From an optimization exercise on the open Yosys and OpenROAD flow, aimed at small area, a short achievable clock period and few clock cycles; shortcuts taken in it are not production practice. Function was not checked in any run shown here: the RTL went through the layout flow alone.

## flow/flow/run.sh

```bash
#!/bin/bash
# Layout flow: the standard layout (standard.sh), with one synthesis
# setting changed: ADDER_MAP_FILE is left empty, so Yosys does not extract
# full/half adders into sky130 fa/ha cells and ABC maps the arithmetic into
# ordinary gates (faster carry paths). Everything else, including the
# registers the synthesis makes, is the standard flow's.
set -euo pipefail
cd "$(dirname "$0")/.."
sed 's/CLKGATE_MAP_FILE= /CLKGATE_MAP_FILE= ADDER_MAP_FILE= /' standard.sh > standard_noadder.sh
grep -q 'ADDER_MAP_FILE= ' standard_noadder.sh
bash standard_noadder.sh > flow_orfs.log 2>&1 || { tail -50 flow_orfs.log; exit 1; }
test -f out/final.def
```

## flow/standard.sh

```bash
#!/bin/bash
# synth_recipe.tcl (not shown) runs the flow's synth.tcl, then flattens the netlist and writes it again
# the make line also repeats each setting of config.mk as NAME=value (left out here)
make -C /OpenROAD-flow-scripts/flow DESIGN_CONFIG=/design/flow/config.mk WORK_HOME=/design/flow/orfs CLKGATE_MAP_FILE= SYNTH_SCRIPT=/design/flow/synth_recipe.tcl "${@:-finish}"
```

## flow/config.mk

```make
export PLATFORM = sky130hd
export DESIGN_NAME = posit_top
export DESIGN_NICKNAME = posit_top
export VERILOG_FILES = /design/flow/design.v
export SDC_FILE = /design/flow/constraint.sdc
export NUM_CORES = 4
export LEC_CHECK = 0
export ABC_AREA = 1
export CAP_MARGIN = 20
export CORE_MARGIN = 2
export CORE_UTILIZATION = 65
export SETUP_SLACK_MARGIN = 1.0
export SLEW_MARGIN = 20
export TNS_END_PERCENT = 5
```

## flow/constraint.sdc

```tcl
create_clock -name core_clock -period 10.5 [get_ports {clk}]
set_input_delay 2.1000 -clock core_clock [delete_from_list [all_inputs] [get_ports {clk}]]
set_output_delay 2.1000 -clock core_clock [all_outputs]
set_load 0.01 [all_outputs]
```

## flow/design.v

```verilog
module CLZ #(
  parameter W = 14
)(
  input [W - 1 : 0] in,
  output [4:0] lz
);
wire [15:0] x = {in, {(16 - W){1'b0}}};
wire [7:0] v1;
wire [7:0] c1;
wire [3:0] v2;
wire [1:0] c2 [0:3];
wire [1:0] v3;
wire [2:0] c3 [0:1];
genvar g;
generate
  for (g = 0; g < 8; g = g + 1) begin : l1
    assign v1[g] = x[2 * g + 1] | x[2 * g];
    assign c1[g] = ~x[2 * g + 1];
  end
  for (g = 0; g < 4; g = g + 1) begin : l2
    assign v2[g] = v1[2 * g + 1] | v1[2 * g];
    assign c2[g] = v1[2 * g + 1] ? {1'b0, c1[2 * g + 1]} : {1'b1, c1[2 * g]};
  end
  for (g = 0; g < 2; g = g + 1) begin : l3
    assign v3[g] = v2[2 * g + 1] | v2[2 * g];
    assign c3[g] = v2[2 * g + 1] ? {1'b0, c2[2 * g + 1]} : {1'b1, c2[2 * g]};
  end
endgenerate
wire any = v3[1] | v3[0];
wire [3:0] c4 = v3[1] ? {1'b0, c3[1]} : {1'b1, c3[0]};
assign lz = any ? {1'b0, c4} : W;
endmodule
module pfx_or #(
  parameter W = 16
)(
  input [W - 1 : 0] in,
  output [W - 1 : 0] out
);
localparam L = $clog2(W);
wire [W - 1 : 0] O [0 : L];
assign O[0] = in;
genvar l, i;
generate
  for (l = 0; l < L; l = l + 1) begin : lev
    for (i = 0; i < W; i = i + 1) begin : bt
      if ((i >> l) & 1) begin
        localparam integer j = ((i >> l) << l) - 1;
        assign O[l + 1][i] = O[l][i] | O[l][j];
      end else begin
        assign O[l + 1][i] = O[l][i];
      end
    end
  end
endgenerate
assign out = O[L];
endmodule
module padd #(
  parameter W = 16
)(
  input [W - 1 : 0] a, b,
  input cin,
  output [W - 1 : 0] s,
  output cout
);
localparam L = $clog2(W + 1);
wire [W : 0] G [0 : L];
wire [W : 0] P [0 : L];
assign G[0] = {a & b, cin};
assign P[0] = {a ^ b, 1'b0};
genvar l, i;
generate
  for (l = 0; l < L; l = l + 1) begin : lev
    for (i = 0; i <= W; i = i + 1) begin : bt
      if ((i >> l) & 1) begin
        localparam integer j = ((i >> l) << l) - 1;
        assign G[l + 1][i] = G[l][i] | (P[l][i] & G[l][j]);
        assign P[l + 1][i] = P[l][i] & P[l][j];
      end else begin
        assign G[l + 1][i] = G[l][i];
        assign P[l + 1][i] = P[l][i];
      end
    end
  end
endgenerate
assign s = P[0][W : 1] ^ G[L][W - 1 : 0];
assign cout = G[L][W];
endmodule
module pgt #(
  parameter W = 15
)(
  input [W - 1 : 0] a, b,
  output gt,
  output eq
);
localparam L = $clog2(W);
wire [W - 1 : 0] G [0 : L];
wire [W - 1 : 0] E [0 : L];
assign G[0] = a & ~b;
assign E[0] = ~(a ^ b);
genvar l, i;
generate
  for (l = 0; l < L; l = l + 1) begin : lev
    for (i = 0; i < W; i = i + 1) begin : bt
      if ((i >> l) & 1) begin
        localparam integer j = ((i >> l) << l) - 1;
        assign G[l + 1][i] = G[l][i] | (E[l][i] & G[l][j]);
        assign E[l + 1][i] = E[l][i] & E[l][j];
      end else begin
        assign G[l + 1][i] = G[l][i];
        assign E[l + 1][i] = E[l][i];
      end
    end
  end
endgenerate
assign gt = G[L][W - 1];
assign eq = E[L][W - 1];
endmodule
module dstep (
  input [14:0] r, d,
  output [14:0] r_out,
  output qb
);
wire [14:0] g0 = ~r & d;
wire [14:0] p0 = ~(r ^ d);
wire [14:0] G [0:4];
wire [14:0] P [0:4];
assign G[0] = g0;
assign P[0] = p0;
genvar l, i;
generate
  for (l = 0; l < 4; l = l + 1) begin : lev
    for (i = 0; i < 15; i = i + 1) begin : bt
      if ((i >> l) & 1) begin
        localparam integer j = ((i >> l) << l) - 1;
        assign G[l+1][i] = G[l][i] | (P[l][i] & G[l][j]);
        assign P[l+1][i] = P[l][i] & P[l][j];
      end else begin
        assign G[l+1][i] = G[l][i];
        assign P[l+1][i] = P[l][i];
      end
    end
  end
endgenerate
wire [14:0] bin = {G[4][13:0], 1'b0};
wire lt = G[4][14];         
assign qb = ~lt;
wire [14:0] t = (d ^ bin) & {15{~lt}};
wire [14:0] rn = r ^ t;
assign r_out = {rn[13:0], 1'b0};
endmodule
module divider #(
  parameter STEPS = 1
)(
  input [14:0] r_in,
  input [13:0] q_in,
  input [14:0] d,
  output [14:0] r_out,
  output [13:0] q_out
);
wire [14:0] r [0 : STEPS];
wire [13:0] q [0 : STEPS];
assign r[0] = r_in;
assign q[0] = q_in;
genvar i;
generate
  for (i = 0; i < STEPS; i = i + 1) begin : step
    wire qb;
    dstep st (.r(r[i]), .d(d), .r_out(r[i + 1]), .qb(qb));
    assign q[i + 1] = {q[i][12:0], qb};
  end
endgenerate
assign r_out = r[STEPS];
assign q_out = q[STEPS];
endmodule
module posit_extraction (
  input [15:0] x,
  output [14:0] t,
  output [5:0] sf,
  output [11:0] f,
  output zero,
  output nar
);
wire s = x[15];
wire [14:0] any_le;
pfx_or #(15) po (.in(x[14:0]), .out(any_le));
wire [14:0] lower_any = {any_le[13:0], 1'b0};
assign t = x[14:0] ^ ({15{s}} & lower_any);
assign zero = ~|x;
assign nar = s & ~lower_any[14] & ~x[14];
wire r0 = t[14];
wire [4:0] lz;
CLZ #(14) clz (.in(t[13:0] ^ {14{r0}}), .lz(lz));
wire [12:0] tmp = t[12:0] << lz[3:0];
assign f = tmp[11:0];
assign sf = {r0 ? {1'b0, lz[3:0]} : ~{1'b0, lz[3:0]}, tmp[12]};
endmodule
module posit_scalar (
  input div,
  input [5:0] a_sf, b_sf,
  output [5:0] md_sf
);
wire [5:0] bx = div ? ~b_sf : b_sf;
wire [6:0] msu = {a_sf[5], a_sf} + {bx[5], bx} + {6'd0, div};
wire signed [6:0] ms = msu;
assign md_sf = (ms > 7'sd28) ? 6'd28 : (ms < -7'sd28) ? -6'sd28 : ms[5:0];
endmodule
module posit_arithmetic_operator (
  input [1:0] opcode,
  input [15:0] a, b,
  input [13:0] div_q,          
  output [14:0] div_n, div_d,  
  output enc_sign,             
  output [5:0] enc_sf,
  output [13:0] enc_m,
  output nar,                  
  output muldiv_zero,          
  output add_zero              
);
wire [14:0] ta, tb;
wire [5:0] sfa, sfb;
wire [11:0] fa, fb;
wire za, zb, na, nb;
posit_extraction ea (.x(a), .t(ta), .sf(sfa), .f(fa), .zero(za), .nar(na));
posit_extraction eb (.x(b), .t(tb), .sf(sfb), .f(fb), .zero(zb), .nar(nb));
wire sa = a[15];
wire sb = b[15];
wire a_gt_b, a_eq_b;
pgt #(15) cmp (.a(ta), .b(tb), .gt(a_gt_b), .eq(a_eq_b));
wire eff_sub = sa ^ sb ^ opcode[0];
wire sum_zero = a_eq_b & eff_sub;
wire [5:0] sfg = a_gt_b ? sfa : sfb;
wire [11:0] fg = a_gt_b ? fa : fb;
wire [11:0] fs = a_gt_b ? fb : fa;
wire [5:0] d_ab = sfa - sfb;
wire [5:0] d_ba = sfb - sfa;
wire [5:0] shift = a_gt_b ? d_ab : d_ba;
wire [14:0] G = {2'b01, fg, 1'b0};
wire [14:0] S_full = {2'b01, fs, 1'b0};
wire [5:0] sfg_m1 = sfg - 6'd1;
wire [5:0] sfg_m2 = sfg - 6'd2;
wire [14:0] s1 = shift[0] ? {1'b0, S_full[14:1]} : S_full;
wire [14:0] s2 = shift[1] ? {2'b0, s1[14:2]} : s1;
wire [14:0] s4 = shift[2] ? {4'b0, s2[14:4]} : s2;
wire [14:0] s8 = shift[3] ? {8'b0, s4[14:8]} : s4;
wire out_any = (shift[1] & |s1[1:0]) | (shift[2] & |s2[3:0]) | (shift[3] & |s4[7:0]);
wire [14:0] S = (shift[5:4] != 2'b00) ? 15'd0 : s8;
wire sticky = shift[5] ? 1'b0 : shift[4] ? (shift[3:0] != 4'hf) : out_any;
wire [14:0] V;
padd #(15) addsub (.a(G), .b(S ^ {15{eff_sub}}), .cin(eff_sub & ~sticky), .s(V), .cout());
wire [11:0] f_far = V[14] ? V[13:2] : V[13] ? V[12:1] : V[11:0];
wire [5:0] sf_far = V[14] ? sfg : V[13] ? sfg_m1 : sfg_m2;
wire [14:0] nx = opcode[1] ? {div_q, 1'b0} : V;
wire [4:0] lzn;
CLZ #(15) clzn (.in(nx), .lz(lzn));
wire [14:0] nxn = nx << lzn[3:0];
wire [11:0] f_norm = nxn[13:2];
wire [11:0] f_near = f_norm;
wire [5:0] sf_near = sfg - {2'b0, lzn[3:0]};
wire near = eff_sub & (shift[5:1] == 5'd0);
wire [11:0] f_as = near ? f_near : f_far;
wire [5:0] sf_as = near ? sf_near : sf_far;
wire [25:0] P;
mul13 mul (.a(fa), .b(fb), .p(P));
wire [5:0] md_sf;
posit_scalar scal (.div(opcode[0]), .a_sf(sfa), .b_sf(sfb), .md_sf(md_sf));
wire fb_gt_fa;
pgt #(12) cmpf (.a(fb), .b(fa), .gt(fb_gt_fa), .eq());
wire lt = a_gt_b & fb_gt_fa;
assign div_n = {1'b1, fa, 2'b0};
assign div_d = lt ? {2'b01, fb, 1'b0} : {1'b1, fb, 2'b0};
wire [11:0] f_d = f_norm;
wire [5:0] sf_d = md_sf - {5'b0, lt} - 6'd1;
reg [13:0] m_r;
reg [5:0] sf_r;
reg s_r;
always @* begin
  case (opcode)
    2'b10: begin m_r = P[25:12]; sf_r = md_sf; s_r = sa ^ sb; end
    2'b11: begin m_r = {1'b1, f_d, 1'b0}; sf_r = sf_d; s_r = sa ^ sb; end
    default: begin
      if (za | zb) begin m_r = {1'b1, fg, 1'b0}; sf_r = sfg_m1; end
      else begin m_r = {1'b1, f_as, 1'b0}; sf_r = sf_as; end
      s_r = a_gt_b ? sa : (sb ^ opcode[0]);
    end
  endcase
end
assign enc_sign = s_r;
assign enc_sf = sf_r;
assign enc_m = m_r;
assign nar = na | nb;
assign muldiv_zero = opcode[1] & (za | zb);
assign add_zero = ~opcode[1] & sum_zero;
endmodule
module mul13 (input [11:0] a, input [11:0] b, output [25:0] p);
wire neg0 = b[1] & ~(b[0] & 1'b0);
wire one0 = b[0] ^ 1'b0;
wire two0 = (b[1] & ~b[0] & ~1'b0) | (~b[1] & b[0] & 1'b0);
wire pp0_0 = ((one0 & a[0]) | (two0 & 1'b0)) ^ neg0;
wire pp0_1 = ((one0 & a[1]) | (two0 & a[0])) ^ neg0;
wire pp0_2 = ((one0 & a[2]) | (two0 & a[1])) ^ neg0;
wire pp0_3 = ((one0 & a[3]) | (two0 & a[2])) ^ neg0;
wire pp0_4 = ((one0 & a[4]) | (two0 & a[3])) ^ neg0;
wire pp0_5 = ((one0 & a[5]) | (two0 & a[4])) ^ neg0;
wire pp0_6 = ((one0 & a[6]) | (two0 & a[5])) ^ neg0;
wire pp0_7 = ((one0 & a[7]) | (two0 & a[6])) ^ neg0;
wire pp0_8 = ((one0 & a[8]) | (two0 & a[7])) ^ neg0;
wire pp0_9 = ((one0 & a[9]) | (two0 & a[8])) ^ neg0;
wire pp0_10 = ((one0 & a[10]) | (two0 & a[9])) ^ neg0;
wire pp0_11 = ((one0 & a[11]) | (two0 & a[10])) ^ neg0;
wire pp0_12 = ((one0 & 1'b1) | (two0 & a[11])) ^ neg0;
wire pp0_13 = ((one0 & 1'b0) | (two0 & 1'b1)) ^ neg0;
wire neg1 = b[3] & ~(b[2] & b[1]);
wire one1 = b[2] ^ b[1];
wire two1 = (b[3] & ~b[2] & ~b[1]) | (~b[3] & b[2] & b[1]);
wire pp1_0 = ((one1 & a[0]) | (two1 & 1'b0)) ^ neg1;
wire pp1_1 = ((one1 & a[1]) | (two1 & a[0])) ^ neg1;
wire pp1_2 = ((one1 & a[2]) | (two1 & a[1])) ^ neg1;
wire pp1_3 = ((one1 & a[3]) | (two1 & a[2])) ^ neg1;
wire pp1_4 = ((one1 & a[4]) | (two1 & a[3])) ^ neg1;
wire pp1_5 = ((one1 & a[5]) | (two1 & a[4])) ^ neg1;
wire pp1_6 = ((one1 & a[6]) | (two1 & a[5])) ^ neg1;
wire pp1_7 = ((one1 & a[7]) | (two1 & a[6])) ^ neg1;
wire pp1_8 = ((one1 & a[8]) | (two1 & a[7])) ^ neg1;
wire pp1_9 = ((one1 & a[9]) | (two1 & a[8])) ^ neg1;
wire pp1_10 = ((one1 & a[10]) | (two1 & a[9])) ^ neg1;
wire pp1_11 = ((one1 & a[11]) | (two1 & a[10])) ^ neg1;
wire pp1_12 = ((one1 & 1'b1) | (two1 & a[11])) ^ neg1;
wire pp1_13 = ((one1 & 1'b0) | (two1 & 1'b1)) ^ neg1;
wire neg2 = b[5] & ~(b[4] & b[3]);
wire one2 = b[4] ^ b[3];
wire two2 = (b[5] & ~b[4] & ~b[3]) | (~b[5] & b[4] & b[3]);
wire pp2_0 = ((one2 & a[0]) | (two2 & 1'b0)) ^ neg2;
wire pp2_1 = ((one2 & a[1]) | (two2 & a[0])) ^ neg2;
wire pp2_2 = ((one2 & a[2]) | (two2 & a[1])) ^ neg2;
wire pp2_3 = ((one2 & a[3]) | (two2 & a[2])) ^ neg2;
wire pp2_4 = ((one2 & a[4]) | (two2 & a[3])) ^ neg2;
wire pp2_5 = ((one2 & a[5]) | (two2 & a[4])) ^ neg2;
wire pp2_6 = ((one2 & a[6]) | (two2 & a[5])) ^ neg2;
wire pp2_7 = ((one2 & a[7]) | (two2 & a[6])) ^ neg2;
wire pp2_8 = ((one2 & a[8]) | (two2 & a[7])) ^ neg2;
wire pp2_9 = ((one2 & a[9]) | (two2 & a[8])) ^ neg2;
wire pp2_10 = ((one2 & a[10]) | (two2 & a[9])) ^ neg2;
wire pp2_11 = ((one2 & a[11]) | (two2 & a[10])) ^ neg2;
wire pp2_12 = ((one2 & 1'b1) | (two2 & a[11])) ^ neg2;
wire pp2_13 = ((one2 & 1'b0) | (two2 & 1'b1)) ^ neg2;
wire neg3 = b[7] & ~(b[6] & b[5]);
wire one3 = b[6] ^ b[5];
wire two3 = (b[7] & ~b[6] & ~b[5]) | (~b[7] & b[6] & b[5]);
wire pp3_0 = ((one3 & a[0]) | (two3 & 1'b0)) ^ neg3;
wire pp3_1 = ((one3 & a[1]) | (two3 & a[0])) ^ neg3;
wire pp3_2 = ((one3 & a[2]) | (two3 & a[1])) ^ neg3;
wire pp3_3 = ((one3 & a[3]) | (two3 & a[2])) ^ neg3;
wire pp3_4 = ((one3 & a[4]) | (two3 & a[3])) ^ neg3;
wire pp3_5 = ((one3 & a[5]) | (two3 & a[4])) ^ neg3;
wire pp3_6 = ((one3 & a[6]) | (two3 & a[5])) ^ neg3;
wire pp3_7 = ((one3 & a[7]) | (two3 & a[6])) ^ neg3;
wire pp3_8 = ((one3 & a[8]) | (two3 & a[7])) ^ neg3;
wire pp3_9 = ((one3 & a[9]) | (two3 & a[8])) ^ neg3;
wire pp3_10 = ((one3 & a[10]) | (two3 & a[9])) ^ neg3;
wire pp3_11 = ((one3 & a[11]) | (two3 & a[10])) ^ neg3;
wire pp3_12 = ((one3 & 1'b1) | (two3 & a[11])) ^ neg3;
wire pp3_13 = ((one3 & 1'b0) | (two3 & 1'b1)) ^ neg3;
wire neg4 = b[9] & ~(b[8] & b[7]);
wire one4 = b[8] ^ b[7];
wire two4 = (b[9] & ~b[8] & ~b[7]) | (~b[9] & b[8] & b[7]);
wire pp4_0 = ((one4 & a[0]) | (two4 & 1'b0)) ^ neg4;
wire pp4_1 = ((one4 & a[1]) | (two4 & a[0])) ^ neg4;
wire pp4_2 = ((one4 & a[2]) | (two4 & a[1])) ^ neg4;
wire pp4_3 = ((one4 & a[3]) | (two4 & a[2])) ^ neg4;
wire pp4_4 = ((one4 & a[4]) | (two4 & a[3])) ^ neg4;
wire pp4_5 = ((one4 & a[5]) | (two4 & a[4])) ^ neg4;
wire pp4_6 = ((one4 & a[6]) | (two4 & a[5])) ^ neg4;
wire pp4_7 = ((one4 & a[7]) | (two4 & a[6])) ^ neg4;
wire pp4_8 = ((one4 & a[8]) | (two4 & a[7])) ^ neg4;
wire pp4_9 = ((one4 & a[9]) | (two4 & a[8])) ^ neg4;
wire pp4_10 = ((one4 & a[10]) | (two4 & a[9])) ^ neg4;
wire pp4_11 = ((one4 & a[11]) | (two4 & a[10])) ^ neg4;
wire pp4_12 = ((one4 & 1'b1) | (two4 & a[11])) ^ neg4;
wire pp4_13 = ((one4 & 1'b0) | (two4 & 1'b1)) ^ neg4;
wire neg5 = b[11] & ~(b[10] & b[9]);
wire one5 = b[10] ^ b[9];
wire two5 = (b[11] & ~b[10] & ~b[9]) | (~b[11] & b[10] & b[9]);
wire pp5_0 = ((one5 & a[0]) | (two5 & 1'b0)) ^ neg5;
wire pp5_1 = ((one5 & a[1]) | (two5 & a[0])) ^ neg5;
wire pp5_2 = ((one5 & a[2]) | (two5 & a[1])) ^ neg5;
wire pp5_3 = ((one5 & a[3]) | (two5 & a[2])) ^ neg5;
wire pp5_4 = ((one5 & a[4]) | (two5 & a[3])) ^ neg5;
wire pp5_5 = ((one5 & a[5]) | (two5 & a[4])) ^ neg5;
wire pp5_6 = ((one5 & a[6]) | (two5 & a[5])) ^ neg5;
wire pp5_7 = ((one5 & a[7]) | (two5 & a[6])) ^ neg5;
wire pp5_8 = ((one5 & a[8]) | (two5 & a[7])) ^ neg5;
wire pp5_9 = ((one5 & a[9]) | (two5 & a[8])) ^ neg5;
wire pp5_10 = ((one5 & a[10]) | (two5 & a[9])) ^ neg5;
wire pp5_11 = ((one5 & a[11]) | (two5 & a[10])) ^ neg5;
wire pp5_12 = ((one5 & 1'b1) | (two5 & a[11])) ^ neg5;
wire pp5_13 = ((one5 & 1'b0) | (two5 & 1'b1)) ^ neg5;
wire neg6 = 1'b0 & ~(1'b1 & b[11]);
wire one6 = 1'b1 ^ b[11];
wire two6 = (1'b0 & ~1'b1 & ~b[11]) | (~1'b0 & 1'b1 & b[11]);
wire pp6_0 = ((one6 & a[0]) | (two6 & 1'b0)) ^ neg6;
wire pp6_1 = ((one6 & a[1]) | (two6 & a[0])) ^ neg6;
wire pp6_2 = ((one6 & a[2]) | (two6 & a[1])) ^ neg6;
wire pp6_3 = ((one6 & a[3]) | (two6 & a[2])) ^ neg6;
wire pp6_4 = ((one6 & a[4]) | (two6 & a[3])) ^ neg6;
wire pp6_5 = ((one6 & a[5]) | (two6 & a[4])) ^ neg6;
wire pp6_6 = ((one6 & a[6]) | (two6 & a[5])) ^ neg6;
wire pp6_7 = ((one6 & a[7]) | (two6 & a[6])) ^ neg6;
wire pp6_8 = ((one6 & a[8]) | (two6 & a[7])) ^ neg6;
wire pp6_9 = ((one6 & a[9]) | (two6 & a[8])) ^ neg6;
wire pp6_10 = ((one6 & a[10]) | (two6 & a[9])) ^ neg6;
wire pp6_11 = ((one6 & a[11]) | (two6 & a[10])) ^ neg6;
wire pp6_12 = ((one6 & 1'b1) | (two6 & a[11])) ^ neg6;
wire pp6_13 = ((one6 & 1'b0) | (two6 & 1'b1)) ^ neg6;
wire s1;
wire c2;
assign s1 = pp0_10 ^ pp1_8;
assign c2 = pp0_10 & pp1_8;
wire s3;
wire c4;
assign s3 = pp0_11 ^ pp1_9;
assign c4 = pp0_11 & pp1_9;
wire s5;
wire c6;
assign s5 = pp0_12 ^ pp1_10 ^ pp2_8;
assign c6 = (pp0_12 & pp1_10) | (pp0_12 & pp2_8) | (pp1_10 & pp2_8);
wire s7;
wire c8;
assign s7 = pp3_6 ^ pp4_4;
assign c8 = pp3_6 & pp4_4;
wire s9;
wire c10;
assign s9 = pp0_13 ^ pp1_11 ^ pp2_9;
assign c10 = (pp0_13 & pp1_11) | (pp0_13 & pp2_9) | (pp1_11 & pp2_9);
wire s11;
wire c12;
assign s11 = pp3_7 ^ pp4_5;
assign c12 = pp3_7 & pp4_5;
wire s13;
wire c14;
assign s13 = ~neg0 ^ pp1_12 ^ pp2_10;
assign c14 = (~neg0 & pp1_12) | (~neg0 & pp2_10) | (pp1_12 & pp2_10);
wire s15;
wire c16;
assign s15 = pp3_8 ^ pp4_6 ^ pp5_4;
assign c16 = (pp3_8 & pp4_6) | (pp3_8 & pp5_4) | (pp4_6 & pp5_4);
wire s17;
wire c18;
assign s17 = pp1_13 ^ pp2_11 ^ pp3_9;
assign c18 = (pp1_13 & pp2_11) | (pp1_13 & pp3_9) | (pp2_11 & pp3_9);
wire s19;
wire c20;
assign s19 = pp4_7 ^ pp5_5;
assign c20 = pp4_7 & pp5_5;
wire s21;
wire c22;
assign s21 = ~neg1 ^ pp2_12 ^ pp3_10;
assign c22 = (~neg1 & pp2_12) | (~neg1 & pp3_10) | (pp2_12 & pp3_10);
wire s23;
wire c24;
assign s23 = pp2_13 ^ pp3_11;
assign c24 = pp2_13 & pp3_11;
wire s25;
wire c26;
assign s25 = pp0_6 ^ pp1_4;
assign c26 = pp0_6 & pp1_4;
wire s27;
wire c28;
assign s27 = pp0_7 ^ pp1_5;
assign c28 = pp0_7 & pp1_5;
wire s29;
wire c30;
assign s29 = pp0_8 ^ pp1_6 ^ pp2_4;
assign c30 = (pp0_8 & pp1_6) | (pp0_8 & pp2_4) | (pp1_6 & pp2_4);
wire s31;
wire c32;
assign s31 = pp3_2 ^ pp4_0;
assign c32 = pp3_2 & pp4_0;
wire s33;
wire c34;
assign s33 = pp0_9 ^ pp1_7 ^ pp2_5;
assign c34 = (pp0_9 & pp1_7) | (pp0_9 & pp2_5) | (pp1_7 & pp2_5);
wire s35;
wire c36;
assign s35 = pp3_3 ^ pp4_1;
assign c36 = pp3_3 & pp4_1;
wire s37;
wire c38;
assign s37 = pp2_6 ^ pp3_4 ^ pp4_2;
assign c38 = (pp2_6 & pp3_4) | (pp2_6 & pp4_2) | (pp3_4 & pp4_2);
wire s39;
wire c40;
assign s39 = pp5_0 ^ neg5 ^ s1;
assign c40 = (pp5_0 & neg5) | (pp5_0 & s1) | (neg5 & s1);
wire s41;
wire c42;
assign s41 = pp2_7 ^ pp3_5 ^ pp4_3;
assign c42 = (pp2_7 & pp3_5) | (pp2_7 & pp4_3) | (pp3_5 & pp4_3);
wire s43;
wire c44;
assign s43 = pp5_1 ^ s3 ^ c2;
assign c44 = (pp5_1 & s3) | (pp5_1 & c2) | (s3 & c2);
wire s45;
wire c46;
assign s45 = pp5_2 ^ pp6_0 ^ neg6;
assign c46 = (pp5_2 & pp6_0) | (pp5_2 & neg6) | (pp6_0 & neg6);
wire s47;
wire c48;
assign s47 = s5 ^ s7 ^ c4;
assign c48 = (s5 & s7) | (s5 & c4) | (s7 & c4);
wire s49;
wire c50;
assign s49 = pp5_3 ^ pp6_1 ^ s9;
assign c50 = (pp5_3 & pp6_1) | (pp5_3 & s9) | (pp6_1 & s9);
wire s51;
wire c52;
assign s51 = s11 ^ c6 ^ c8;
assign c52 = (s11 & c6) | (s11 & c8) | (c6 & c8);
wire s53;
wire c54;
assign s53 = pp6_2 ^ 1'b1 ^ s13;
assign c54 = (pp6_2 & 1'b1) | (pp6_2 & s13) | (1'b1 & s13);
wire s55;
wire c56;
assign s55 = s15 ^ c10 ^ c12;
assign c56 = (s15 & c10) | (s15 & c12) | (c10 & c12);
wire s57;
wire c58;
assign s57 = pp6_3 ^ 1'b1 ^ s17;
assign c58 = (pp6_3 & 1'b1) | (pp6_3 & s17) | (1'b1 & s17);
wire s59;
wire c60;
assign s59 = s19 ^ c14 ^ c16;
assign c60 = (s19 & c14) | (s19 & c16) | (c14 & c16);
wire s61;
wire c62;
assign s61 = pp4_8 ^ pp5_6 ^ pp6_4;
assign c62 = (pp4_8 & pp5_6) | (pp4_8 & pp6_4) | (pp5_6 & pp6_4);
wire s63;
wire c64;
assign s63 = s21 ^ c18 ^ c20;
assign c64 = (s21 & c18) | (s21 & c20) | (c18 & c20);
wire s65;
wire c66;
assign s65 = pp4_9 ^ pp5_7 ^ pp6_5;
assign c66 = (pp4_9 & pp5_7) | (pp4_9 & pp6_5) | (pp5_7 & pp6_5);
wire s67;
wire c68;
assign s67 = 1'b1 ^ s23 ^ c22;
assign c68 = (1'b1 & s23) | (1'b1 & c22) | (s23 & c22);
wire s69;
wire c70;
assign s69 = ~neg2 ^ pp3_12 ^ pp4_10;
assign c70 = (~neg2 & pp3_12) | (~neg2 & pp4_10) | (pp3_12 & pp4_10);
wire s71;
wire c72;
assign s71 = pp5_8 ^ pp6_6 ^ c24;
assign c72 = (pp5_8 & pp6_6) | (pp5_8 & c24) | (pp6_6 & c24);
wire s73;
wire c74;
assign s73 = pp3_13 ^ pp4_11 ^ pp5_9;
assign c74 = (pp3_13 & pp4_11) | (pp3_13 & pp5_9) | (pp4_11 & pp5_9);
wire s75;
wire c76;
assign s75 = pp6_7 ^ 1'b1;
assign c76 = pp6_7 & 1'b1;
wire s77;
wire c78;
assign s77 = ~neg3 ^ pp4_12 ^ pp5_10;
assign c78 = (~neg3 & pp4_12) | (~neg3 & pp5_10) | (pp4_12 & pp5_10);
wire s79;
wire c80;
assign s79 = pp4_13 ^ pp5_11;
assign c80 = pp4_13 & pp5_11;
wire s81;
wire c82;
assign s81 = pp0_4 ^ pp1_2;
assign c82 = pp0_4 & pp1_2;
wire s83;
wire c84;
assign s83 = pp0_5 ^ pp1_3;
assign c84 = pp0_5 & pp1_3;
wire s85;
wire c86;
assign s85 = pp2_2 ^ pp3_0 ^ neg3;
assign c86 = (pp2_2 & pp3_0) | (pp2_2 & neg3) | (pp3_0 & neg3);
wire s87;
wire c88;
assign s87 = pp2_3 ^ pp3_1 ^ s27;
assign c88 = (pp2_3 & pp3_1) | (pp2_3 & s27) | (pp3_1 & s27);
wire s89;
wire c90;
assign s89 = neg4 ^ s29 ^ s31;
assign c90 = (neg4 & s29) | (neg4 & s31) | (s29 & s31);
wire s91;
wire c92;
assign s91 = s33 ^ s35 ^ c30;
assign c92 = (s33 & s35) | (s33 & c30) | (s35 & c30);
wire s93;
wire c94;
assign s93 = s37 ^ s39 ^ c34;
assign c94 = (s37 & s39) | (s37 & c34) | (s39 & c34);
wire s95;
wire c96;
assign s95 = s41 ^ s43 ^ c38;
assign c96 = (s41 & s43) | (s41 & c38) | (s43 & c38);
wire s97;
wire c98;
assign s97 = s45 ^ s47 ^ c42;
assign c98 = (s45 & s47) | (s45 & c42) | (s47 & c42);
wire s99;
wire c100;
assign s99 = s49 ^ s51 ^ c46;
assign c100 = (s49 & s51) | (s49 & c46) | (s51 & c46);
wire s101;
wire c102;
assign s101 = s53 ^ s55 ^ c50;
assign c102 = (s53 & s55) | (s53 & c50) | (s55 & c50);
wire s103;
wire c104;
assign s103 = s57 ^ s59 ^ c54;
assign c104 = (s57 & s59) | (s57 & c54) | (s59 & c54);
wire s105;
wire c106;
assign s105 = s61 ^ s63 ^ c58;
assign c106 = (s61 & s63) | (s61 & c58) | (s63 & c58);
wire s107;
wire c108;
assign s107 = s65 ^ s67 ^ c62;
assign c108 = (s65 & s67) | (s65 & c62) | (s67 & c62);
wire s109;
wire c110;
assign s109 = s69 ^ s71 ^ c66;
assign c110 = (s69 & s71) | (s69 & c66) | (s71 & c66);
wire s111;
wire c112;
assign s111 = s73 ^ s75 ^ c70;
assign c112 = (s73 & s75) | (s73 & c70) | (s75 & c70);
wire s113;
wire c114;
assign s113 = pp6_8 ^ s77 ^ c74;
assign c114 = (pp6_8 & s77) | (pp6_8 & c74) | (s77 & c74);
wire s115;
wire c116;
assign s115 = pp6_9 ^ 1'b1 ^ s79;
assign c116 = (pp6_9 & 1'b1) | (pp6_9 & s79) | (1'b1 & s79);
wire s117;
wire c118;
assign s117 = ~neg4 ^ pp5_12 ^ pp6_10;
assign c118 = (~neg4 & pp5_12) | (~neg4 & pp6_10) | (pp5_12 & pp6_10);
wire s119;
wire c120;
assign s119 = pp5_13 ^ pp6_11;
assign c120 = pp5_13 & pp6_11;
wire s121;
wire c122;
assign s121 = pp0_2 ^ pp1_0;
assign c122 = pp0_2 & pp1_0;
wire s123;
wire c124;
assign s123 = pp0_3 ^ pp1_1;
assign c124 = pp0_3 & pp1_1;
wire s125;
wire c126;
assign s125 = pp2_0 ^ neg2 ^ s81;
assign c126 = (pp2_0 & neg2) | (pp2_0 & s81) | (neg2 & s81);
wire s127;
wire c128;
assign s127 = pp2_1 ^ s83 ^ c82;
assign c128 = (pp2_1 & s83) | (pp2_1 & c82) | (s83 & c82);
wire s129;
wire c130;
assign s129 = s25 ^ s85 ^ c84;
assign c130 = (s25 & s85) | (s25 & c84) | (s85 & c84);
wire s131;
wire c132;
assign s131 = c26 ^ s87 ^ c86;
assign c132 = (c26 & s87) | (c26 & c86) | (s87 & c86);
wire s133;
wire c134;
assign s133 = c28 ^ s89 ^ c88;
assign c134 = (c28 & s89) | (c28 & c88) | (s89 & c88);
wire s135;
wire c136;
assign s135 = c32 ^ s91 ^ c90;
assign c136 = (c32 & s91) | (c32 & c90) | (s91 & c90);
wire s137;
wire c138;
assign s137 = c36 ^ s93 ^ c92;
assign c138 = (c36 & s93) | (c36 & c92) | (s93 & c92);
wire s139;
wire c140;
assign s139 = c40 ^ s95 ^ c94;
assign c140 = (c40 & s95) | (c40 & c94) | (s95 & c94);
wire s141;
wire c142;
assign s141 = c44 ^ s97 ^ c96;
assign c142 = (c44 & s97) | (c44 & c96) | (s97 & c96);
wire s143;
wire c144;
assign s143 = c48 ^ s99 ^ c98;
assign c144 = (c48 & s99) | (c48 & c98) | (s99 & c98);
wire s145;
wire c146;
assign s145 = c52 ^ s101 ^ c100;
assign c146 = (c52 & s101) | (c52 & c100) | (s101 & c100);
wire s147;
wire c148;
assign s147 = c56 ^ s103 ^ c102;
assign c148 = (c56 & s103) | (c56 & c102) | (s103 & c102);
wire s149;
wire c150;
assign s149 = c60 ^ s105 ^ c104;
assign c150 = (c60 & s105) | (c60 & c104) | (s105 & c104);
wire s151;
wire c152;
assign s151 = c64 ^ s107 ^ c106;
assign c152 = (c64 & s107) | (c64 & c106) | (s107 & c106);
wire s153;
wire c154;
assign s153 = c68 ^ s109 ^ c108;
assign c154 = (c68 & s109) | (c68 & c108) | (s109 & c108);
wire s155;
wire c156;
assign s155 = c72 ^ s111 ^ c110;
assign c156 = (c72 & s111) | (c72 & c110) | (s111 & c110);
wire s157;
wire c158;
assign s157 = c76 ^ s113 ^ c112;
assign c158 = (c76 & s113) | (c76 & c112) | (s113 & c112);
wire s159;
wire c160;
assign s159 = c78 ^ s115 ^ c114;
assign c160 = (c78 & s115) | (c78 & c114) | (s115 & c114);
wire s161;
wire c162;
assign s161 = c80 ^ s117 ^ c116;
assign c162 = (c80 & s117) | (c80 & c116) | (s117 & c116);
wire s163;
wire c164;
assign s163 = 1'b1 ^ s119 ^ c118;
assign c164 = (1'b1 & s119) | (1'b1 & c118) | (s119 & c118);
wire s165;
wire c166;
assign s165 = ~neg5 ^ pp6_12 ^ c120;
assign c166 = (~neg5 & pp6_12) | (~neg5 & c120) | (pp6_12 & c120);
wire s167;
wire c168;
assign s167 = pp6_13 ^ 1'b1;
assign c168 = pp6_13 & 1'b1;
wire [25:0] r0 = {s167, s165, s163, s161, s159, s157, s155, s153, s151, s149, s147, s145, s143, s141, s139, s137, s135, s133, s131, s129, s127, s125, s123, neg1, pp0_1, pp0_0};
wire [25:0] r1 = {c166, c164, c162, c160, c158, c156, c154, c152, c150, c148, c146, c144, c142, c140, c138, c136, c134, c132, c130, c128, c126, c124, c122, s121, 1'b0, neg0};
padd #(26) cpa (.a(r0), .b(r1), .cin(1'b0), .s(p), .cout());
endmodule
module posit_encoder (
  input sign,
  input [5:0] sf,
  input [11:0] f,
  output [15:0] ans
);
wire neg = sf[5];
wire [3:0] sh = sf[4:1] ^ {4{neg}};
wire [14:0] w = {~neg, neg, sf[0], f};
wire [29:0] wx = {{15{~neg}}, w} >> sh;
wire [15:0] t = {1'b0, wx[14:0]};
wire [15:0] lower_any;
genvar i;
generate
  for (i = 0; i < 16; i = i + 1) begin : neg_b
    if (i == 0) assign lower_any[i] = 1'b0;
    else assign lower_any[i] = lower_any[i - 1] | t[i - 1];
  end
endgenerate
assign ans = t ^ ({16{sign}} & lower_any);
endmodule
module posit_top#(
  parameter posit_width = 16,  
  parameter es = 1  
)(
  input clk,
  input reset,
  input start,
  input [1:0] opcode,  
  input [posit_width - 1 : 0] a, b,
  output reg done,
  output zero,
  output [posit_width - 1 : 0] result
);
wire [14:0] div_n, div_d;
wire enc_sign, nar, muldiv_zero, add_zero;
wire [5:0] enc_sf;
wire [13:0] enc_m;
reg busy1, busy2, busy3;
reg [14:0] r_reg, d_reg;
reg [13:0] q_reg;
reg sign_reg, nar_reg, mdz_reg, addz_reg;
reg [5:0] sf_reg;
reg [13:0] m_reg;
wire [5:0] sf_out = sf_reg + {5'd0, m_reg[13]};
wire [11:0] f_out = m_reg[13] ? m_reg[12:1] : m_reg[11:0];
wire [15:0] enc_ans;
posit_encoder enc (.sign(sign_reg), .sf(sf_out), .f(f_out), .ans(enc_ans));
assign result = nar_reg ? 16'h8000 : (mdz_reg | addz_reg) ? 16'h0000 : enc_ans;
assign zero = addz_reg | (~mdz_reg & sf_out[5] & (sf_out[4:2] == 3'b000));
wire [14:0] r4, r5;
wire [13:0] q4, q5;
divider #(.STEPS(4)) div_b4 (.r_in(r_reg), .q_in(q_reg), .d(d_reg), .r_out(r4), .q_out(q4));
divider #(.STEPS(1)) div_b1 (.r_in(r4), .q_in(q4), .d(d_reg), .r_out(r5), .q_out(q5));
posit_arithmetic_operator core (
  .opcode(opcode), .a(a), .b(b), .div_q(q4),
  .div_n(div_n), .div_d(div_d),
  .enc_sign(enc_sign), .enc_sf(enc_sf), .enc_m(enc_m),
  .nar(nar), .muldiv_zero(muldiv_zero), .add_zero(add_zero)
);
wire start_div = start & opcode[1] & opcode[0];
always @(posedge clk or posedge reset) begin
  if (reset) begin
    done <= 1'b0;
    busy1 <= 1'b0;
    busy2 <= 1'b0;
    busy3 <= 1'b0;
  end else begin
    done <= (start & ~start_div) | busy3;
    busy1 <= start_div;
    busy2 <= busy1;
    busy3 <= busy2;
  end
end
always @(posedge clk) begin
  sign_reg <= enc_sign;
  sf_reg <= enc_sf;
  m_reg <= enc_m;
  nar_reg <= nar;
  mdz_reg <= muldiv_zero;
  addz_reg <= add_zero;
  r_reg <= (busy1 | busy2) ? r5 : div_n;
  q_reg <= (busy1 | busy2) ? q5 : 14'd0;
  d_reg <= div_d;
end
endmodule
```

==> results of run 1 <==
==> cell families (layout without fill, tap and decap cells) <==
family / after synthesis / after routing / synth area share
xor+xnor: 156 / 156 / 0.0656
mux: 15 / 15 / 0.00709
flops: 65 / 65 / 0.0624
buf+inv: 645 / 667 / 0.127
simple gates: 2916 / 2916 / 0.609
compound gates: 469 / 469 / 0.129
==> per-layer routing <==
metal,routed length (µm),vias to the layer above,track usage
met5,16,-,0
met1,30100,11900,0.540
met2,30000,1406,0.653
li1,-,13800,-
met3,6850,269,0.0490
met4,3210,2,0.173
==> metrics by stage <==
stage / setup WS, ps / area [µm²]
6_report: 1400 / 22800
5_1_grt: 769 / 22800
4_1_cts: 1060 / 22200
3_5_place_dp: 524 / 21900
3_3_place_gp: 587 / 21900
2_1_floorplan: 3030 / 21200
==> Yosys cell counts, drive strengths merged, types with 5 or more instances <==
cell    instances  share of area
o21ai         214          0.053
o211ai         12         0.0047
dfxtp          61          0.058
a31oi          12         0.0035
nand4          64          0.019
o21bai          6         0.0021
a21boi         17         0.0062
o221ai          5         0.0021
inv           494          0.088
nor3           39          0.010
nand2        1756           0.33
xnor2          19         0.0079
a21oi         112          0.029
a21o            7         0.0025
o21a            8         0.0028
mux2i          15         0.0071
clkinv         20         0.0037
xor2          137          0.058
o22ai          66          0.020
clkbuf         55         0.0098
and2           12         0.0037
a22oi           5         0.0018
nand3         663           0.16
nand3b         25         0.0089
buf            76          0.025
nor2          307          0.062
or2            44          0.013
==> how the worst max path moves through the flow <==
stage | slack, ps | startpoint | to
2_1_floorplan | 3030 | b[4] | m_reg[10]
3_3_place_gp | 590 | b[0] | m_reg[12]
3_5_place_dp | 520 | b[0] | m_reg[4]
4_1_cts | 1060 | b[0] | m_reg[8]
5_1_grt | 770 | a[15] | m_reg[10]
6_report | 1400 | a[0] | sf_reg[2]
==> layout make-up <==
| cell class | instances | share of cell area |
|---|---|---|
| Inverter | 514 | 0.0864 |
| Timing Repair inverter | 1 | 0.000219 |
| Tap cell | 442 | 0.0242 |
| Sequential cell | 65 | 0.0579 |
| Multi-Input combinational cell | 3556 | 0.766 |
| Timing Repair Buffer | 137 | 0.0529 |
| Clock inverter | 6 | 0.00197 |
| Clock buffer | 9 | 0.00986 |
==> timing repair <==
| action | CTS | global route |
|---|---|---|
| gates cloned | 0 | 1 |
| endpoints found under the setup margin | 10 | 37 |
| pin swaps | 1 | 13 |
| buffers inserted | 1 | 28 |
| resized for setup | 4 | 77 |
==> critical path, delay by kind of cell <==
| kind | cells | cell delay, ps |
|---|---|---|
| simple gates | 36 | 4380 |
| compound gates | 9 | 1510 |
| buf+inv | 4 | 930 |
| xor+xnor | 1 | 380 |
==> cells in the final DEF (no fill, tap or decap), types with 19 or more instances in the layout <==
cell,synthesis,layout
nand3_2,27,26
inv_2,35,32
dfxtp_1,61,60
xnor2_1,19,19
nand3_1,633,631
o22ai_1,66,66
nand2_1,1670,1659
or2_2,35,35
nand2_2,70,70
nor3_1,37,37
inv_1,455,451
nand3b_1,25,25
clkdlybuf4s50_1,0,51
a21oi_1,104,103
nor2_1,271,261
nor2_2,24,33
o21ai_0,168,166
xor2_1,134,129
buf_4,21,78
o21ai_1,37,35
nand4_1,64,64
==> reports/metrics.cfg, run 1 <==
[clocking]
cts-hold-fix-buffers = 0
path_clk_slew_ps = 60
h-tree-depth = 3
root_buffer = clkbuf_16
cts_tree = built
clk_latency_ps = 350
numCtsBuffers = 9
cts_buffer_depth = 2
cts_sinks = 65

[layout]
multiInputGateArea_um2 = 17500
nFillCells = 3184
n_antenna_cell = 0
area_growth_pct = 7.87
seq_area_um2 = 1320
layout.nets = 4321
stdcell_count = 4730
drive_gt1_frac = 0.0926
final_util = 0.707

[floorplan]
ios = 55
rows = 66
start_util = 0.656
core-area_um2 = 32300
die_area_um2 = 34000
die_w_um = 184
die_height_um = 184

[timing]
setup_viol = 0
hold_slack_ps = 379
tns_ps = 0
slew_headroom = 0.199
tightest_slew_ps = 1190
skew_ps = 13.2
layout_min_cycle_time_ps = 9100
rsz0062_at_grt = yes
max_freq_ghz = 0.110
drv_slew = 0
finalHoldViolations = 0
period_share = 0.867

[critical_path]
end_kind = flop
crit_required_ps = 10710
critPathLaunchType = input port
cp.arrival_ps = 9310
r2r_slack_ps = 1770
r2r_end = r_reg[6]
cp_common_cell = nand2_1
crit_path_max_incr_delay_ps = 520
ff2ff_path_depth = 50
crit_type = input port to flop
slowest_stage = clkdlybuf4s50_1
crit_fanout = 19
r2r_start = d_reg[10]

[global_route]
grt_usage = 0.404
grt_pass1_wl_mm = 113
grt_max_degree = 43
antenna_found_initial = 1
grt_overflow = 0
grt_pass1_vias = 23600

[run]
max_cap_viol_count = 0

[synthesis]
async_reset_ff_frac = 0.0615
synth_edf_count = 0
synth_area_um2 = 21200
seq_area_frac_synth = 0.0624
synth-main-ff-cell = dfxtp_1
yosysWarnings = 12
synthCells = 4266
postSynthAreaPerCell_um2 = 4.96
synth_cell_types = 66
synth_nets = 4303
ys_seq_elements = 65

[placement]
gp_congestion = 1.04
dp.cells = 4685
port-buffer-count = 54
hpwl_mm = 55.6

[route]
drt-total-wl_mm = 70.2
drt_iter0_drc = 3125
via_count = 27300
drcViolationCount = 0
drt-vias-per-instance = 5.77
firstDrtPassIters = 8
routedWlPerCell_um = 14.8
ant_nets = 0

[min_path]
hp-class = flop to flop
worstHoldEndpoint = busy3
worstHoldPathCells = 0
hold_start = busy2

[outcome]
status = finished clean

==> run 2, diff against run 1 <==
--- a/flow/config.mk
+++ b/flow/config.mk
@@ -8,7 +8,7 @@
 export ABC_AREA = 1
 export CAP_MARGIN = 20
 export CORE_MARGIN = 2
-export CORE_UTILIZATION = 65
-export SETUP_SLACK_MARGIN = 1.0
+export CORE_UTILIZATION = 55
+export SETUP_SLACK_MARGIN = 1.25
 export SLEW_MARGIN = 20
 export TNS_END_PERCENT = 5
==> reports/metrics.cfg, run 2 <==
[timing]
finalHoldViolations = 0
setup_viol = 0
hold_slack_ps = 378
max_freq_ghz = 0.113
tns_ps = 0
layout_min_cycle_time_ps = 8830
slew_headroom = 0.394
drv_slew = 0
rsz0062_at_grt = yes
period_share = 0.841
tightest_slew_ps = 900
skew_ps = 13.0

[synthesis]
ys_seq_elements = 65
synth_area_um2 = 21200
synthCells = 4266
async_reset_ff_frac = 0.0615
synth-main-ff-cell = dfxtp_1
synth_edf_count = 0
yosysWarnings = 12
synth.most_common_cell = nand2_1
yosys.area.top_type_share = 0.296
netlist_top_cells_count = 1670 x nand2_1, 633 x nand3_1, 455 x inv_1, 271 x nor2_1, 168 x o21ai_0
seq_area_frac_synth = 0.0624
synth_nets = 4303
yosysTopAreaCell = nand2_1
postSynthAreaPerCell_um2 = 4.96
synth_cell_types = 66
synthTopCellsByArea = nand2_1 30%, nand3_1 15%, inv_1 8.1%, dfxtp_1 5.8%, xor2_1 5.5%

[run]
max_cap_viol_count = 0

[floorplan]
die_w_um = 200
die_area_um2 = 40100
die_height_um = 200
ios = 55
start_util = 0.561
rows = 71
core-area_um2 = 37800

[layout]
multiInputGateArea_um2 = 17700
layout_common_cells = 1639 x nand2_1, 631 x nand3_1, 452 x inv_1
stdcell_count = 4853
seq_area_um2 = 1330
area_growth_pct = 11.5
nFillCells = 4079
layout_commonest_cell = nand2_1
n_antenna_cell = 0
layout.nets = 4375
drive_gt1_frac = 0.115

[critical_path]
crit_fanout = 16
r2r_slack_ps = 1860
crit_path_max_incr_delay_ps = 480
cp_common_cell = nand2_1
critPathBufInv = 6
crit_type = input port to flop
slowest_stage = clkdlybuf4s50_1
crit_family = simple AND/OR/NAND/NOR gates
critPathLaunchType = input port
cp.arrival_ps = 9070
crit_required_ps = 10740
end_kind = flop

[route]
firstDrtPassIters = 8
drt_iter0_drc = 2692
ant_nets = 0
drcViolationCount = 0
routedWlPerCell_um = 15.0
via_count = 27200
drt-vias-per-instance = 5.61
drt-total-wl_mm = 72.7

[global_route]
use_met3 = 0.0350
grt-busiest-layer = met2
grt_pass1_wl_mm = 119
antenna_found_initial = 1
grt_use_met1 = 0.482
use_met2 = 0.570
grt_overflow = 0
grt_usage = 0.351
grt_max_degree = 46
grt_pass1_vias = 23900

[placement]
dp.cells = 4764
port-buffer-count = 54
gp_congestion = 1.03
hpwl_mm = 57.8

[clocking]
cts_tree = built
numCtsBuffers = 9
root_buffer = clkbuf_16
cts-hold-fix-buffers = 0
cts_buffer_depth = 2
cts_sinks = 65
h-tree-depth = 3
path_clk_slew_ps = 60
clk_latency_ps = 350

[min_path]
hp-class = flop to flop

[outcome]
status = finished clean

run 2: cell counts after synthesis:
Identical to the previous run, type by type.
run 2: timing repair:
| action | CTS | global route |
|---|---|---|
| resized for setup | 7 | 162 |
| gates cloned | 0 | 6 |
| setup endpoints to repair | 16 | 38 |
| pin swaps | 1 | 32 |
| buffers inserted | 3 | 65 |
run 2: path summary, 6_finish.rpt:
kind / cells after the start / end / start
max in group asynchronous: 2 / busy1 / reset
setup reg to reg: 52 / r_reg[2] / d_reg[10]
setup / recovery: 52 / m_reg[9] / b[4]
hold reg to reg: 0 / busy3 / busy2
min in group asynchronous: 2 / busy3 / reset
hold / removal: 0 / busy3 / busy2
run 2: kinds of logic after synthesis:
family	after synthesis	share of synthesized area
buf+inv	645	0.127
compound gates	469	0.129
xor+xnor	156	0.0656
simple gates	2916	0.609
flops	65	0.0624
mux	15	0.00709
run 2: through the flow:
| stage | util | cell area [µm²] | setup slack [ps] |
|---|---|---|---|
| 6_report | 0.625 | 23600 | 1670 |
| 5_1_grt | 0.625 | 23600 | 1160 |
| 4_1_cts | 0.594 | 22400 | 1270 |
| 3_5_place_dp | 0.585 | 22100 | 666 |
| 3_3_place_gp | 0.585 | 22100 | 660 |
| 2_1_floorplan | - | 21200 | 3030 |
run 2: area by class of cell:
cell class | instances | share of cell area
clock buffers | 9 | 0.00954
flip-flops and latches | 65 | 0.0563
repair buffers | 186 | 0.0691
multi-input cells | 3560 | 0.752
well taps | 511 | 0.0271
clock inverters | 6 | 0.00191
inverters | 514 | 0.0842
repair inverters | 2 | 0.000424
run 2: worst reg2reg max path, delay by kind of cell (launching register included):
family	cells	cell delay [ps]
buf+inv	6	1040
simple gates	40	5630
flops	1	570
compound gates	6	1350
run 2: metal layers:
metal	routed length [µm]	vias to the layer above
li1	-	13900
met1	32700	12000
met2	31700	1154
met3	5730	194
met4	2660	2
met5	10	-
==> run 3, diff against run 2 <==
--- a/flow/design.v
+++ b/flow/design.v
@@ -238,18 +238,21 @@
 wire [14:0] S_full = {2'b01, fs, 1'b0};
 wire [5:0] sfg_m1 = sfg - 6'd1;
 wire [5:0] sfg_m2 = sfg - 6'd2;
-wire [14:0] s1 = shift[0] ? {1'b0, S_full[14:1]} : S_full;
-wire [14:0] s2 = shift[1] ? {2'b0, s1[14:2]} : s1;
-wire [14:0] s4 = shift[2] ? {4'b0, s2[14:4]} : s2;
-wire [14:0] s8 = shift[3] ? {8'b0, s4[14:8]} : s4;
-wire out_any = (shift[1] & |s1[1:0]) | (shift[2] & |s2[3:0]) | (shift[3] & |s4[7:0]);
-wire [14:0] S = (shift[5:4] != 2'b00) ? 15'd0 : s8;
-wire sticky = shift[5] ? 1'b0 : shift[4] ? (shift[3:0] != 4'hf) : out_any;
+wire [14:0] S = (shift[5:4] != 2'b00) ? 15'd0 : (S_full >> shift[3:0]);
+wire [11:0] po_a, po_b;
+pfx_or #(12) poa (.in(fa), .out(po_a));
+pfx_or #(12) pob (.in(fb), .out(po_b));
+wire [11:0] po_s = a_gt_b ? po_b : po_a;
+wire [15:0] sticky_tab = {2'b11, po_s, 2'b00};
+wire sticky = shift[5] ? 1'b0 : shift[4] ? (shift[3:0] != 4'hf) : sticky_tab[shift[3:0]];
 wire [14:0] V;
 padd #(15) addsub (.a(G), .b(S ^ {15{eff_sub}}), .cin(eff_sub & ~sticky), .s(V), .cout());
 wire [11:0] f_far = V[14] ? V[13:2] : V[13] ? V[12:1] : V[11:0];
 wire [5:0] sf_far = V[14] ? sfg : V[13] ? sfg_m1 : sfg_m2;
-wire [14:0] nx = opcode[1] ? {div_q, 1'b0} : V;
+wire [14:0] Sn = (sfa[0] ^ sfb[0]) ? {1'b0, S_full[14:1]} : S_full;
+wire [14:0] Vn;
+padd #(15) subn (.a(G), .b(~Sn), .cin(1'b1), .s(Vn), .cout());
+wire [14:0] nx = opcode[1] ? {div_q, 1'b0} : Vn;
 wire [4:0] lzn;
 CLZ #(15) clzn (.in(nx), .lz(lzn));
 wire [14:0] nxn = nx << lzn[3:0];
==> flow/flow/run.sh (replaced) <==
#!/bin/bash
# Layout flow: the standard layout (standard.sh) with two settings
# changed on its make command line:
#  - ADDER_MAP_FILE is left empty, so Yosys does not extract full/half adders
#    into sky130 fa/ha cells and ABC maps the arithmetic into ordinary gates
#    (faster carry paths);
#  - BUFFER_PORTS_ARGS makes the port buffers (every input and output port
#    still gets one) sky130_fd_sc_hd__buf_4 cells instead of the default
#    delay cells.
# Everything else, including the registers the synthesis makes, is the
# standard flow's. The ORFS output goes to flow_orfs.log.
set -euo pipefail
cd "$(dirname "$0")/.."
sed "s/CLKGATE_MAP_FILE= /CLKGATE_MAP_FILE= ADDER_MAP_FILE= 'BUFFER_PORTS_ARGS=-buffer_cell sky130_fd_sc_hd__buf_4' /" standard.sh > standard_own.sh
grep -q 'ADDER_MAP_FILE= ' standard_own.sh
bash standard_own.sh > flow_orfs.log 2>&1 || { tail -50 flow_orfs.log; exit 1; }
test -f out/final.def
--- a/flow/config.mk
+++ b/flow/config.mk
@@ -9,6 +9,6 @@
 export CAP_MARGIN = 20
 export CORE_MARGIN = 2
 export CORE_UTILIZATION = 55
-export SETUP_SLACK_MARGIN = 1.25
+export SETUP_SLACK_MARGIN = 2.5
 export SLEW_MARGIN = 20
 export TNS_END_PERCENT = 5
==> reports/metrics.cfg, run 3 <==
[layout]
n_antenna_cell = 0
area_growth_pct = 27.4
stdcell_count = 5376
finalInstanceArea_um2 = 28700
layout_commonest_cell = nand2_1
multiInputGateArea_um2 = 21200
layout_common_cells = 1783 x nand2_1, 574 x nand3_1, 462 x inv_1
seq_area_um2 = 1350
layout.nets = 4876
drive_gt1_frac = 0.229
nFillCells = 3759

[synthesis]
synth_nets = 4646
yosysTopAreaCell = nand2_1
yosys.area.top_type_share = 0.328
synthTopCellsByArea = nand2_1 33%, nand3_1 14%, inv_1 8.1%, dfxtp_1 5.4%, nor2_1 4.4%
netlist_top_cells_count = 1970 x nand2_1, 653 x nand3_1, 488 x inv_1, 266 x nor2_1, 155 x o21ai_0
yosysWarnings = 13
synth_edf_count = 0
ys_seq_elements = 65
synth-main-ff-cell = dfxtp_1
synthCells = 4609
async_reset_ff_frac = 0.0615
seq_area_frac_synth = 0.0586
synth_cell_types = 68
synth.most_common_cell = nand2_1
synth_area_um2 = 22600
postSynthAreaPerCell_um2 = 4.89

[clocking]
clk_latency_ps = 360
h-tree-depth = 3
cts_tree = built
root_buffer = clkbuf_16
cts_buffer_depth = 2
numCtsBuffers = 9
path_clk_slew_ps = 60
cts_sinks = 65

[critical_path]
crit_required_ps = 10750
crit_type = input port to flop
critPathLaunchType = input port
end_kind = flop
crit_path_max_incr_delay_ps = 350
slowest_stage = xor2_2
ff2ff_path_depth = 54
cp.arrival_ps = 8200
crit_fanout = 12
cp_common_cell = nand2_1

[timing]
layout_min_cycle_time_ps = 7950
setup_viol = 0
slew_headroom = 0.418
skew_ps = 6.37
max_freq_ghz = 0.126
tightest_slew_ps = 864
period_share = 0.758
rsz0062_at_grt = yes
finalHoldViolations = 0
drv_slew = 0
tns_ps = 0

[route]
ant_nets = 0
drt-total-wl_mm = 89.0
via_count = 31100
routedWlPerCell_um = 16.6
drt-vias-per-instance = 5.78
firstDrtPassIters = 9
drcViolationCount = 0
drt_iter0_drc = 3403

[placement]
port-buffer-count = 54
hpwl_mm = 62.4
dp.cells = 5093
post_dp_cell_area_um2 = 23100
gp_congestion = 1.05

[floorplan]
ios = 55
rows = 74
die_height_um = 207
die_area_um2 = 42700
core-area_um2 = 40600
start_util = 0.555
die_w_um = 207

[global_route]
grt_usage = 0.369
antenna_found_initial = 4
grt_pass1_wl_mm = 128
grt_pass1_vias = 25200
grt_max_degree = 42
grt_overflow = 0

[outcome]
status = finished clean

[min_path]
hp-class = flop to flop
worstHoldPathCells = 0

[run]
max_cap_viol_count = 0

## run 3: final cells by class
cell class,count,share of cell area
multi-input cells,3858,0.738
repair buffers,327,0.0986
inverters,578,0.0824
flip-flops and latches,65,0.0469
well taps,532,0.0232
clock buffers,9,0.00783
clock inverters,7,0.00348
## run 3: final timing paths
kind / endpoint / startpoint / slack (ps)
min in group asynchronous: busy2 / reset / 1620
max in group asynchronous: busy1 / reset / 8730
worst min-delay path: busy2 / busy1 / 380
worst min register to register: busy2 / busy1 / 380
worst max-delay path: m_reg[7] / a[0] / 2550
worst max register to register: r_reg[4] / d_reg[7] / 3020
## run 3: cells by family (layout without fill, tap and decap cells)
logic type                 count (synthesis)  after routing  synth area share
AOI/OAI and AO/OA                        470            471             0.121
DFF                                       65             65            0.0586
muxes                                     15             15           0.00666
buffers and inverters                    711            921             0.131
xor gates and xnor gates                 133            133            0.0585
and+or+nand+nor                         3214           3238             0.624
adders and majority gates                  1              1          0.000444
## run 3: critical path, delay by kind of cell
| kind | cells | cell delay, ps |
|---|---|---|
| buffers and inverters | 6 | 760 |
| AOI/OAI and AO/OA | 4 | 570 |
| xor gates and xnor gates | 1 | 350 |
| and+or+nand+nor | 40 | 4370 |
## run 3: per-layer routing
metal	GRT usage	part of all wire
met1	0.502	0.41
met5	0	0.00042
met2	0.593	0.44
met4	0.126	0.049
met3	0.0551	0.11
## run 3: what timing repair did
action / 4_1_cts / 5_1_grt
pin swaps: 23 / 204
buffers inserted: 39 / 198
gates resized for setup: 140 / 646
hold buffers: 0 / 0
gates cloned: 6 / 24
endpoints found under the setup margin: 42 / 40
## run 3: per-stage QoR
stage	worst slack (ps)	util	hold WS (ps)
2_1_floorplan	3300	-	354
3_3_place_gp	749	0.568	371
6_report	2550	0.707	383
5_1_grt	2120	0.707	396
3_5_place_dp	746	0.568	376
4_1_cts	2440	0.600	386

[static timing again, ports no longer ideal]
In the flow no input, the clock included, has a driving cell. The finished layouts below were timed again as built, in two steps. Step 1: set_driving_cell puts a clkbuf_16 on clk and a buf_2 on each other input, an assumption about the parent block. Step 2 adds t to the input delays and takes it off the output delays; t is the mean of the earliest and latest rising clock arrival at the registers after step 1. Input paths then give back, and output paths get back, about the clock's delay inside the block. a / b / c = no drivers / after step 1 / after step 2; a / b = the first two.
run	t, ns	setup slack, ns	pins driven straight from the clock port
run 1	0.394	1.400 / 1.428 / 1.034	1
run 2	0.396	1.665 / 1.694 / 1.298	1
run 3	0.407	2.546 / 2.579 / 2.172	1
After both steps setup and hold are still met in every run listed. For run 3, which loses most, drivers alone change the setup slack by +0.033 ns; drivers and shift together by -0.374 ns.
